Context: an optimization exercise on an open-source flow, tuned for small area. The choices shown serve that exercise and are no tape-out recipe. In this exercise RTL edits were held to simulation tests only and were not proved equivalent to the original. No driver is modelled on the clock port, so clock power and skew are understated where the tree is cut down; a real chip needs a root buffer or a tree. No activity file was given, so power comes from the tool's default toggle rates.

==> flow/design.v <==
module fpga_top(SW, KEY, CLOCK_50, LEDR, HEX0, HEX1);
    input [9:0] SW;
    input [3:0] KEY;
    input CLOCK_50;
    output [9:0] LEDR;
    output [6:0] HEX0, HEX1;
    wire [7:0] data_result;
    quad_core u0(
        .clk(CLOCK_50),
        .resetn(KEY[0]),
        .go_n(KEY[1]),
        .data_in(SW[7:0]),
        .data_result(data_result)
    );
    assign LEDR[9:0] = {2'b00, data_result};
    hex_decoder H0(.hex_digit(data_result[3:0]), .segments(HEX0));
    hex_decoder H1(.hex_digit(data_result[7:4]), .segments(HEX1));
endmodule
module quad_core(
    input clk,
    input resetn,
    input go_n,
    input [7:0] data_in,
    output reg [7:0] data_result
    );
    reg [3:0] state;
    reg [7:0] a, p, q;
    wire [3:0] state_next;
    wire ld_a, ldx_n, a_hold, shp, shp_n, shq, lr_n, hr;
    ctrl C0(
        .state(state), .go_n(go_n), .resetn(resetn),
        .state_next(state_next),
        .ld_a(ld_a), .ldx_n(ldx_n), .a_hold(a_hold),
        .shp(shp), .shp_n(shp_n), .shq(shq), .lr_n(lr_n), .hr(hr)
    );
    wire [7:0] mac_n;      
    wire [7:0] a_d, p_next, r_d;
    dsel S0(
        .data_in(data_in), .a(a), .p(p), .q(q), .r(data_result), .mac_n(mac_n),
        .ld_a(ld_a), .ldx_n(ldx_n), .a_hold(a_hold),
        .shp(shp), .shp_n(shp_n), .lr_n(lr_n), .hr(hr),
        .a_d(a_d), .p_next(p_next), .r_d(r_d)
    );
    mac8 M0(.m(a), .n(p_next), .k(q), .yn(mac_n));
    always @(posedge clk) begin
        state <= state_next;
        a <= a_d;
        p <= p_next;
        if (shq)
            q <= p;
        data_result <= r_d;
    end
endmodule
module ctrl(
    input  [3:0] state,
    input        go_n,
    input        resetn,
    output [3:0] state_next,
    output       ld_a,       
    output       ldx_n,      
    output       a_hold,     
    output       shp,        
    output       shp_n,
    output       shq,        
    output       lr_n,       
    output       hr          
    );
    wire s0 = state[0], s1 = state[1], s2 = state[2], s3 = state[3];
    wire go = ~go_n;
    wire u    = ~s3 & go & ~s0;           
    wire ldx  = u & s2 & s1;              
    wire last = s3 & s1 & ~s0;            
    assign shq    = u & s2;               
    assign shp    = u & (s2 | s1);        
    assign shp_n  = ~shp;
    assign ldx_n  = ~ldx;
    assign ld_a   = ~s2 & ~s1 & ~s0;      
    assign a_hold = ~ld_a & ~ldx;
    assign lr_n   = ~(last & resetn);
    assign hr     = ~last & resetn;
    wire leave = s0 & go_n;
    assign state_next[0] = resetn & (s3 ? ~(s2 & s1) : go);
    assign state_next[1] = resetn & (s3 ? s0 : s1 ^ leave);
    assign state_next[2] = resetn & (s3 ? (s1 & s0) : (s2 | (s1 & leave)));
    assign state_next[3] = resetn & (s3 ? ~(s2 & s1 & ~s0) : (s2 & s1 & leave));
endmodule
module dsel(
    input  [7:0] data_in, a, p, q, r, mac_n,
    input        ld_a, ldx_n, a_hold, shp, shp_n, lr_n, hr,
    output [7:0] a_d, p_next, r_d
    );
    assign a_d    = (data_in & {8{ld_a}}) | (a & {8{a_hold}}) | (~mac_n & {8{~ldx_n}});
    assign p_next = (data_in & {8{shp}}) | (p & {8{shp_n}});
    assign r_d    = (~mac_n & {8{~lr_n}}) | (r & {8{hr}});
endmodule
module mac8(m, n, k, yn);
    input [7:0] m, n, k;
    output [7:0] yn;
    assign yn = ~(m * n + k);
endmodule
module hex_decoder(hex_digit, segments);
    input [3:0] hex_digit;
    output [6:0] segments;
    localparam [15:0] SEG0 = 16'h2812,
                      SEG1 = 16'hd860,
                      SEG2 = 16'hd004,
                      SEG3 = 16'h8692,
                      SEG4 = 16'h02ba,
                      SEG5 = 16'h208e,
                      SEG6 = 16'h1083;
    assign segments = {SEG6[hex_digit], SEG5[hex_digit], SEG4[hex_digit],
                       SEG3[hex_digit], SEG2[hex_digit], SEG1[hex_digit],
                       SEG0[hex_digit]};
endmodule
==> flow/config.mk <==
export PLATFORM = sky130hd
export DESIGN_NAME = fpga_top
export DESIGN_NICKNAME = fpga_top
export VERILOG_FILES = /design/flow/design.v
export SDC_FILE = /design/flow/constraint.sdc
export NUM_CORES = 4
export LEC_CHECK = 0
export ABC_AREA = 1
export CAP_MARGIN = 0
export CORE_MARGIN = 2
export CORE_UTILIZATION = 65
export GPL_TIMING_DRIVEN = 0
export PLACE_DENSITY = 0.75
export SLEW_MARGIN = 0
==> flow/constraint.sdc <==
create_clock -name core_clock -period 10.0 [get_ports {CLOCK_50}]
set_input_delay 2.0000 -clock core_clock [delete_from_list [all_inputs] [get_ports {CLOCK_50}]]
set_output_delay 2.0000 -clock core_clock [all_outputs]
set_load 0.01 [all_outputs]
standard.sh (not shown) runs the stock make flow with config.mk's settings and CLKGATE_MAP_FILE= SYNTH_SCRIPT=/design/flow/synth_recipe.tcl, a recipe that flattens the netlist after the stock synthesis.
==> flow/flow/run.sh <==
#!/bin/bash
# Layout flow: the standard flow (standard.sh) with these changes:
#  - synthesis: the purely combinational modules of the design (mac8, dsel,
#    ctrl, hex_decoder) are taken from the hand-mapped cell netlists in
#    flow/cells.v instead of being synthesized from their RTL bodies; the
#    registers stay in the RTL and are inferred as in the standard synthesis.
#    Yosys's full-adder extraction and pass-through buffering are off and
#    ABC uses an area script.
#  - ports are buffered with sky130_fd_sc_hd__buf_1.
#  - clock tree: the clock port drives two clkbuf_8, each driving half of
#    the register clock pins, grouped by position (flow/n_buf.tcl, run in
#    place of TritonCTS).
set -euo pipefail
here=$(pwd)
python3 - "$FLOW_DESIGN" flow/cells.v design_cells.v > swap_modules.log 2>&1 <<'PY'
import re, sys
src = open(sys.argv[1]).read()
cells = open(sys.argv[2]).read()
for m in re.finditer(r'^\s*module\s+(\w+)\b.*?^\s*endmodule\b', cells, re.S | re.M):
    name = m.group(1)
    mm = re.search(r'^\s*module\s+' + name + r'\b.*?^\s*endmodule\b', src, re.S | re.M)
    assert mm, "module %s not found" % name
    src = src[:mm.start()] + "\n" + m.group(0) + "\n" + src[mm.end():]
    print("replaced", name)
open(sys.argv[3], 'w').write(src)
PY
cp flow/abc_area_deep.script abc_area_deep.script
{
  head -n 1 synth_recipe.tcl
  cat <<TCL
proc abc {args} {
  set i [lsearch -exact \$args -script]
  if {\$i >= 0} { set args [lreplace \$args [expr {\$i+1}] [expr {\$i+1}] $here/abc_area_deep.script] }
  set j [lsearch -exact \$args -D]
  if {\$j >= 0} { set args [lreplace \$args \$j [expr {\$j+1}]] }
  yosys abc {*}\$args
}
TCL
  tail -n +2 synth_recipe.tcl
} > my_synth.tcl
export CLKBUF_CELL=sky130_fd_sc_hd__clkbuf_8 CLKBUF_COUNT=2
bash standard.sh VERILOG_FILES="$here/design_cells.v" ADDER_MAP_FILE= SYNTH_INSBUF=0 SYNTH_SCRIPT="$here/my_synth.tcl" \
  BUFFER_PORTS_ARGS="-inputs -outputs -buffer_cell sky130_fd_sc_hd__buf_1" \
  PRE_CTS_TCL="$here/flow/n_buf.tcl" \
  finish > standard_flow.log 2>&1
==> flow/flow/n_buf.tcl <==
# Clock tree of one level: the clock port drives CLKBUF_COUNT clock buffers
# (cell CLKBUF_CELL); the register clock pins are split into that many groups
# of near-equal size by position (k-means), and each group is driven by one
# buffer placed at the group's centroid. Used in place of TritonCTS.
proc clock_tree_synthesis {args} {
  set master_name $::env(CLKBUF_CELL)
  set nbuf $::env(CLKBUF_COUNT)
  set block [ord::get_db_block]
  set master [[ord::get_db] findMaster $master_name]
  set clk_net [[$block findBTerm CLOCK_50] getNet]
  set pts {}
  foreach it [$clk_net getITerms] {
    set bb [[$it getInst] getBBox]
    lappend pts [list $it [expr {([$bb xMin] + [$bb xMax]) / 2.0}] [expr {([$bb yMin] + [$bb yMax]) / 2.0}]]
  }
  set n [llength $pts]
  # seed centres along x, then balanced k-means (each group gets at most ceil(n/k))
  set sorted [lsort -real -index 1 $pts]
  set cap [expr {int(ceil(double($n) / $nbuf))}]
  set centres {}
  for {set g 0} {$g < $nbuf} {incr g} {
    set p [lindex $sorted [expr {int(($g + 0.5) * $n / $nbuf)}]]
    lappend centres [list [lindex $p 1] [lindex $p 2]]
  }
  for {set iter 0} {$iter < 20} {incr iter} {
    # assign greedily by distance, respecting capacity
    set pairs {}
    set i 0
    foreach p $pts {
      set g 0
      foreach c $centres {
        set d [expr {abs([lindex $p 1] - [lindex $c 0]) + abs([lindex $p 2] - [lindex $c 1])}]
        lappend pairs [list $d $i $g]
        incr g
      }
      incr i
    }
    set pairs [lsort -real -index 0 $pairs]
    set assign [lrepeat $n -1]
    set count [lrepeat $nbuf 0]
    foreach pr $pairs {
      lassign $pr d i g
      if {[lindex $assign $i] >= 0 || [lindex $count $g] >= $cap} continue
      lset assign $i $g
      lset count $g [expr {[lindex $count $g] + 1}]
    }
    set newc {}
    for {set g 0} {$g < $nbuf} {incr g} {
      set sx 0.0; set sy 0.0; set k 0
      for {set i 0} {$i < $n} {incr i} {
        if {[lindex $assign $i] == $g} {
          set p [lindex $pts $i]
          set sx [expr {$sx + [lindex $p 1]}]; set sy [expr {$sy + [lindex $p 2]}]; incr k
        }
      }
      if {$k > 0} { lappend newc [list [expr {$sx / $k}] [expr {$sy / $k}]] } else { lappend newc [lindex $centres $g] }
    }
    set centres $newc
  }
  $clk_net setSigType CLOCK
  for {set g 0} {$g < $nbuf} {incr g} {
    set buf [odb::dbInst_create $block $master clkbuf_$g]
    set net [odb::dbNet_create $block clknet_$g]
    $net setSigType CLOCK
    [$buf findITerm A] connect $clk_net
    [$buf findITerm X] connect $net
    set c [lindex $centres $g]
    $buf setLocation [expr {int([lindex $c 0])}] [expr {int([lindex $c 1])}]
    $buf setPlacementStatus PLACED
    set k 0
    for {set i 0} {$i < $n} {incr i} {
      if {[lindex $assign $i] == $g} {
        set it [lindex [lindex $pts $i] 0]
        $it disconnect
        $it connect $net
        incr k
      }
    }
    puts "clock buffer clkbuf_$g ($master_name) drives $k clock pins"
  }
}
Other scripts of this flow, unchanged in this note and not shown: flow/flow/abc_area_deep.script, flow/flow/cells.v
Next try:
--- a/flow/flow/run.sh
+++ b/flow/flow/run.sh
@@ -8,2 +8,3 @@
 #    ABC uses an area script.
+#  - the two constant outputs (LEDR[9:8]) share one tie cell.
 #  - ports are buffered with sky130_fd_sc_hd__buf_1.
@@ -41,3 +42,3 @@
 export CLKBUF_CELL=sky130_fd_sc_hd__clkbuf_8 CLKBUF_COUNT=2
-bash standard.sh VERILOG_FILES="$here/design_cells.v" ADDER_MAP_FILE= SYNTH_INSBUF=0 SYNTH_SCRIPT="$here/my_synth.tcl" \
+bash standard.sh VERILOG_FILES="$here/design_cells.v" ADDER_MAP_FILE= SYNTH_INSBUF=0 SKIP_REPAIR_TIE_FANOUT=1 SYNTH_SCRIPT="$here/my_synth.tcl" \
   BUFFER_PORTS_ARGS="-inputs -outputs -buffer_cell sky130_fd_sc_hd__buf_1" \
The changed run went through all stages and came out clean.
Setup slack degrades by 0.048 ns.
Global-route usage is about the same.
Hold slack loses 0.0088 ns.
Register-to-register slack loses 0.05 ns.
Die area does not change.
Synthesized cell count does not change.
Core utilization fell by 0.11 points.
Final cell count went down by 0.33%.
Via count rose by 2.1%.
Next try:
--- a/flow/flow/run.sh
+++ b/flow/flow/run.sh
@@ -8,3 +8,2 @@
 #    ABC uses an area script.
-#  - the two constant outputs (LEDR[9:8]) share one tie cell.
 #  - ports are buffered with sky130_fd_sc_hd__buf_1.
Synthesized area is unchanged. Final area stays the same. Via count does not change. Wire length does not change. Register-to-register slack stays flat. Synthesized cell count does not change. Setup slack is unchanged. Worst hold slack stays the same. Clock power barely changes. Utilization is unchanged.
Next try:
--- a/flow/flow/run.sh
+++ b/flow/flow/run.sh
@@ -40,4 +40,4 @@
 } > my_synth.tcl
-export CLKBUF_CELL=sky130_fd_sc_hd__clkbuf_8 CLKBUF_COUNT=2
-bash standard.sh VERILOG_FILES="$here/design_cells.v" ADDER_MAP_FILE= SYNTH_INSBUF=0 SKIP_REPAIR_TIE_FANOUT=1 SYNTH_SCRIPT="$here/my_synth.tcl" \
+export CLKBUF_CELL=sky130_fd_sc_hd__clkbuf_16 CLKBUF_COUNT=1
+bash standard.sh VERILOG_FILES="$here/design_cells.v" ADDER_MAP_FILE= SYNTH_INSBUF=0 SYNTH_SCRIPT="$here/my_synth.tcl" \
   BUFFER_PORTS_ARGS="-inputs -outputs -buffer_cell sky130_fd_sc_hd__buf_1" \
The changed run finished clean.
Routed wire length went down by 6.3%.
Cell area stays flat.
Fmax went up by 0.59%.
Power went down by 2.4%.
No run of this note takes its clock network from TritonCTS; it comes from the design's own scripts or RTL.

[what the ideal ports hide]
In the flow no input, the clock included, has a driving cell. The finished layouts below were timed again as built, in two steps. Step 1 assumes that a clkbuf_16 drives the clock port and a buf_2 every other input. Step 2 times the ports against the registers' clock, not the clock port: input delays grow and output delays shrink by t, the midpoint of the rising clock arrivals with the driver on. Three values: no drivers, after step 1, after step 2; two values: the first two.
run	t (ns)	setup WS [ns]	clock arrival spread, ns
the first run	0.196	2.796 / 2.814 / 2.618	0.014 / 0.014
the second run	0.198	2.748 / 2.763 / 2.566	0.017 / 0.017
the third run	0.198	2.748 / 2.763 / 2.566	0.017 / 0.017
the fourth run	0.206	2.791 / 2.800 / 2.595	0.012 / 0.013
After both steps setup and hold are still met in every run listed. For the fourth run, which loses most, drivers alone change the setup slack by +0.009 ns; drivers and shift together by -0.196 ns.
